Context: an optimization exercise on an open-source flow, tuned for small area. The choices shown serve that exercise and are no tape-out recipe. Function was checked by simulation only, so behaviour that the tests miss may differ from the original. Power figures rest on the tool's default switching activity, not on a simulated workload.

==> flow/design.v <==
`timescale 1ns / 1ps
module segdisplay(
    input [13:0] nb,
    input myclk,
    input rst,
    output [7:0] seg,
    output [3:0] an
    );
    localparam [15:0] TQ = 16'he0e0, T2 = 16'h804c, T1 = 16'h93cc, T0 = 16'h50fa;
    localparam [15:0] K2 = 16'h8c04, K1 = 16'hb5b5, K0 = 16'hd796;
    localparam [7:0] IQ = 8'he0, I2 = 8'h8c, I1 = 8'h9c, I0 = 8'h5a;
    localparam [15:0] D0 = 16'h7720, D1 = 16'hb301, D2 = 16'h3f04, D3 = 16'h7722, D4 = 16'hffaa, D5 = 16'h3f2e, D6 = 16'h3332;
    wire [2:0] c0 = {nb[13], nb[12], nb[11]};
    wire q0 = IQ[c0];  wire [2:0] s0 = {I2[c0], I1[c0], I0[c0]};
    wire [3:0] c1 = {s0, nb[10]};
    wire q1 = TQ[c1];  wire [2:0] s1 = {T2[c1], T1[c1], T0[c1]};
    wire [3:0] c2 = {s1, nb[9]};
    wire q2 = TQ[c2];  wire [2:0] s2 = {T2[c2], T1[c2], T0[c2]};
    wire [3:0] c3 = {s2, nb[8]};
    wire q3 = TQ[c3];  wire [2:0] s3 = {T2[c3], T1[c3], T0[c3]};
    wire [3:0] c4 = {s3, nb[7]};
    wire q4 = TQ[c4];  wire [2:0] s4 = {T2[c4], T1[c4], T0[c4]};
    wire [3:0] c5 = {s4, nb[6]};
    wire q5 = TQ[c5];  wire [2:0] s5 = {T2[c5], T1[c5], T0[c5]};
    wire [3:0] c6 = {s5, nb[5]};
    wire q6 = TQ[c6];  wire [2:0] s6 = {T2[c6], T1[c6], T0[c6]};
    wire [3:0] c7 = {s6, nb[4]};
    wire q7 = TQ[c7];  wire [2:0] s7 = {T2[c7], T1[c7], T0[c7]};
    wire [3:0] c8 = {s7, nb[3]};
    wire q8 = TQ[c8];  wire [2:0] s8 = {T2[c8], T1[c8], T0[c8]};
    wire [3:0] c9 = {s8, nb[2]};
    wire q9 = TQ[c9];  wire [2:0] s9 = {T2[c9], T1[c9], T0[c9]};
    wire [3:0] c10 = {s9, nb[1]};
    wire q10 = TQ[c10];  wire [2:0] s10 = {T2[c10], T1[c10], T0[c10]};
    wire [2:0] c11 = {q0, q1, q2};
    wire q11 = IQ[c11];  wire [2:0] s11 = {I2[c11], I1[c11], I0[c11]};
    wire [3:0] c12 = {s11, q3};
    wire q12 = TQ[c12];  wire [2:0] s12 = {T2[c12], T1[c12], T0[c12]};
    wire [3:0] c13 = {s12, q4};
    wire q13 = TQ[c13];  wire [2:0] s13 = {T2[c13], T1[c13], T0[c13]};
    wire [3:0] c14 = {s13, q5};
    wire q14 = TQ[c14];  wire [2:0] s14 = {T2[c14], T1[c14], T0[c14]};
    wire [3:0] c15 = {s14, q6};
    wire q15 = TQ[c15];  wire [2:0] s15 = {T2[c15], T1[c15], T0[c15]};
    wire [3:0] c16 = {s15, q7};
    wire q16 = TQ[c16];  wire [2:0] s16 = {T2[c16], T1[c16], T0[c16]};
    wire [3:0] c17 = {s16, q8};
    wire q17 = TQ[c17];  wire [2:0] s17 = {T2[c17], T1[c17], T0[c17]};
    wire [3:0] c18 = {s17, q9};
    wire q18 = TQ[c18];  wire [2:0] s18 = {T2[c18], T1[c18], T0[c18]};
    wire [2:0] c19 = {q11, q12, q13};
    wire q19 = IQ[c19];  wire [2:0] s19 = {I2[c19], I1[c19], I0[c19]};
    wire [3:0] c20 = {s19, q14};
    wire q20 = TQ[c20];  wire [2:0] s20 = {T2[c20], T1[c20], T0[c20]};
    wire [3:0] c21 = {s20, q15};
    wire q21 = TQ[c21];  wire [2:0] s21 = {T2[c21], T1[c21], T0[c21]};
    wire [3:0] c22 = {s21, q16};
    wire q22 = TQ[c22];  wire [2:0] s22 = {T2[c22], T1[c22], T0[c22]};
    wire [3:0] c23 = {s22, q17};
    wire q23 = TQ[c23];  wire [2:0] s23 = {T2[c23], T1[c23], T0[c23]};
    wire [2:0] c24 = {q19, q20, q21};
    wire [2:0] s24 = {I2[c24], I1[c24], I0[c24]};
    reg [2:0] ph;
    localparam [7:0] A3 = 8'hfa, A2 = 8'h77, A1 = 8'h5f, A0 = 8'h3f;    
    localparam [7:0] N2 = 8'h55, N1 = 8'h3f, N0 = 8'hf0;    
    wire [3:0] an_r = {A3[ph], A2[ph], A1[ph], A0[ph]};
    reg [3:0] d;       
    reg [3:0] pd;      
    reg [4:0] sel;    
    always @(*) begin
        if (!an_r[3]) sel = {s17, q9, q10};
        else if (!an_r[0]) sel = {s22, q17, q18};
        else if (!an_r[1]) sel = {s24, q22, q23};
        else sel = {s9, nb[1], nb[0]};
    end
    wire [3:0] cs = sel[4:1];
    wire [3:0] dig = {K2[cs], K1[cs], K0[cs], sel[0]};
    always @(posedge myclk) begin
        if (rst) ph <= 3'b001;
        else ph <= {N2[ph], N1[ph], N0[ph]};
        d[3] <= rst ? 1'b1 : dig[3];
        pd[3] <= rst ? 1'b1 : d[3];
        d[2] <= dig[2];
        pd[2] <= d[2];
        d[1] <= rst ? 1'b0 : dig[1];
        pd[1] <= rst ? 1'b0 : d[1];
        d[0] <= dig[0];
        pd[0] <= d[0];
    end
    wire blank = pd[3] & ~pd[1];
    assign seg = {blank | D0[pd], blank | D1[pd], blank | D2[pd], blank | D3[pd], blank | D4[pd], blank | D5[pd], blank | D6[pd], 1'b1};
    assign an = an_r;
endmodule
clock: 100.0 ns
lec_check: 0
abc_area: 1
cap_margin: 20
core_margin: 2
core_utilization: 40
slew_margin: 20
standard.sh (not shown) runs the stock make flow with config.mk's settings and CLKGATE_MAP_FILE= SYNTH_SCRIPT=/design/flow/synth_recipe.tcl, a recipe that flattens the netlist after the stock synthesis.
==> flow/flow/run.sh <==
#!/bin/bash
# Layout flow: the standard flow (standard.sh) with these changes:
#  - synthesis runs the standard flow's own script, but ABC maps with an area-oriented
#    script (flow/abc.script) and Yosys's adder extraction is off;
#  - ports are buffered with the smallest buffer (buf_1);
#  - the clock tree uses clkbuf_2 and no dummy loads.
# The full output goes to standard.log; ORFS keeps each step's log in orfs/logs.
set -euo pipefail
here=$(pwd)
export MY_FLOW_DIR=$here/flow
export MY_ABC_SCRIPT=$here/flow/abc.script
bash standard.sh SYNTH_SCRIPT=$here/flow/synth.tcl ADDER_MAP_FILE= \
  "BUFFER_PORTS_ARGS=-buffer_cell sky130_fd_sc_hd__buf_1" \
  "CTS_ARGS=-sink_clustering_enable -repair_clock_nets -dont_use_dummy_load -sink_clustering_size 30 -sink_clustering_max_diameter 200 -buf_list sky130_fd_sc_hd__clkbuf_2" \
  finish > $here/standard.log 2>&1
==> flow/flow/abc.script <==
strash
&get -n
&deepsyn -J 30 -T 300
&put
dch
amap
mfs3 -ae -R 4
topo
stime -c
==> flow/flow/synth.tcl <==
# The standard flow's synthesis (synth_recipe.tcl), with ABC run on flow/abc.script
proc abc {args} {
  set i [lsearch -exact $args -script]
  if { $i >= 0 } { lset args [expr {$i + 1}] $::env(MY_ABC_SCRIPT) }
  puts "abc with area script: $args"
  yosys abc {*}$args
}
source $::env(MY_FLOW_DIR)/../synth_recipe.tcl
Next try:
--- a/flow/design.v
+++ b/flow/design.v
@@ -6,10 +6,10 @@
     output [7:0] seg,
     output [3:0] an
     );
-    localparam [15:0] TQ = 16'he0e0, T2 = 16'h804c, T1 = 16'h93cc, T0 = 16'h50fa;
-    localparam [15:0] K2 = 16'h8c04, K1 = 16'hb5b5, K0 = 16'hd796;
-    localparam [7:0] IQ = 8'he0, I2 = 8'h8c, I1 = 8'h9c, I0 = 8'h5a;
-    localparam [15:0] D0 = 16'h7720, D1 = 16'hb301, D2 = 16'h3f04, D3 = 16'h7722, D4 = 16'hffaa, D5 = 16'h3f2e, D6 = 16'h3332;
+    localparam [15:0] TQ = 16'h0a0f, T2 = 16'h7272, T1 = 16'hee11, T0 = 16'hff19;
+    localparam [15:0] K2 = 16'h5f5a, K1 = 16'h0072, K0 = 16'ha54b;
+    localparam [7:0] IQ = 8'he0, I2 = 8'ha5, I1 = 8'h63, I0 = 8'h73;
+    localparam [15:0] D0 = 16'h7270, D1 = 16'hb031, D2 = 16'h30f4, D3 = 16'h7272, D4 = 16'hfafa, D5 = 16'h32fe, D6 = 16'h3332;
     wire [2:0] c0 = {nb[13], nb[12], nb[11]};
     wire q0 = IQ[c0];  wire [2:0] s0 = {I2[c0], I1[c0], I0[c0]};
     wire [3:0] c1 = {s0, nb[10]};
@@ -61,9 +61,7 @@
     wire [2:0] c24 = {q19, q20, q21};
     wire [2:0] s24 = {I2[c24], I1[c24], I0[c24]};
     reg [2:0] ph;
-    localparam [7:0] A3 = 8'hfa, A2 = 8'h77, A1 = 8'h5f, A0 = 8'h3f;    
-    localparam [7:0] N2 = 8'h55, N1 = 8'h3f, N0 = 8'hf0;    
-    wire [3:0] an_r = {A3[ph], A2[ph], A1[ph], A0[ph]};
+    wire [3:0] an_r = {~(ph[2] & ph[1]), ~(ph[2] & ~ph[1] & ~ph[0]), ~(ph[1] & ph[0]), ~(ph[2] & ph[0])};
     reg [3:0] d;       
     reg [3:0] pd;      
     reg [4:0] sel;    
@@ -76,18 +74,18 @@
     wire [3:0] cs = sel[4:1];
     wire [3:0] dig = {K2[cs], K1[cs], K0[cs], sel[0]};
     always @(posedge myclk) begin
-        if (rst) ph <= 3'b001;
-        else ph <= {N2[ph], N1[ph], N0[ph]};
-        d[3] <= rst ? 1'b1 : dig[3];
-        pd[3] <= rst ? 1'b1 : d[3];
-        d[2] <= dig[2];
-        pd[2] <= d[2];
+        if (rst) ph <= 3'b000;
+        else ph <= {~(ph[2] & ph[0]), ~ph[1], ph[2] & (ph[1] | ph[0])};
+        d[3] <= dig[3];
+        pd[3] <= d[3];
+        d[2] <= rst ? 1'b1 : dig[2];
+        pd[2] <= rst ? 1'b1 : d[2];
         d[1] <= rst ? 1'b0 : dig[1];
         pd[1] <= rst ? 1'b0 : d[1];
         d[0] <= dig[0];
         pd[0] <= d[0];
     end
-    wire blank = pd[3] & ~pd[1];
+    wire blank = pd[2] & ~pd[1];
     assign seg = {blank | D0[pd], blank | D1[pd], blank | D2[pd], blank | D3[pd], blank | D4[pd], blank | D5[pd], blank | D6[pd], 1'b1};
     assign an = an_r;
 endmodule
Outcome: Setup slack degrades by 0.37 ns; critical path depth increases by 5; global-route usage drops by 0.73 points; wire length went down by 1.8%; clock-buffer cell count is unchanged; total power increases by 2.2%.

-- afterwards: timing with drivers on the ports --
The flow's constraints put no driver on any port. The routed layouts listed below were extracted and timed again, unchanged, in two steps.
Step 1 (the two cells are an assumption about what drives the block):
set clk [get_ports {myclk}]
set_driving_cell -lib_cell sky130_fd_sc_hd__clkbuf_16 $clk
set_driving_cell -lib_cell sky130_fd_sc_hd__buf_2 [delete_from_list [all_inputs] $clk]
Step 2 moves the port delays by t, midway between the first and last clock arrival at a register: inputs arrive t later, outputs are due t later. That takes back most of the time a late clock gives input paths.
Slacks: ideal / step 1 / step 2; pairs: ideal / step 1.
run | t (ns) | setup slack, ns | worst setup path after step 2 | latest minus earliest clock arrival (ns)
the first run | 0.266 | 75.317 / 75.314 / 75.048 | input to register | 0.004 / 0.003
the second run | 0.259 | 74.942 / 74.939 / 74.680 | input to register | 0.019 / 0.018
After both steps setup and hold are still met in every run listed. For the first run, which loses most, drivers alone change the setup slack by -0.003 ns; drivers and shift together by -0.269 ns.
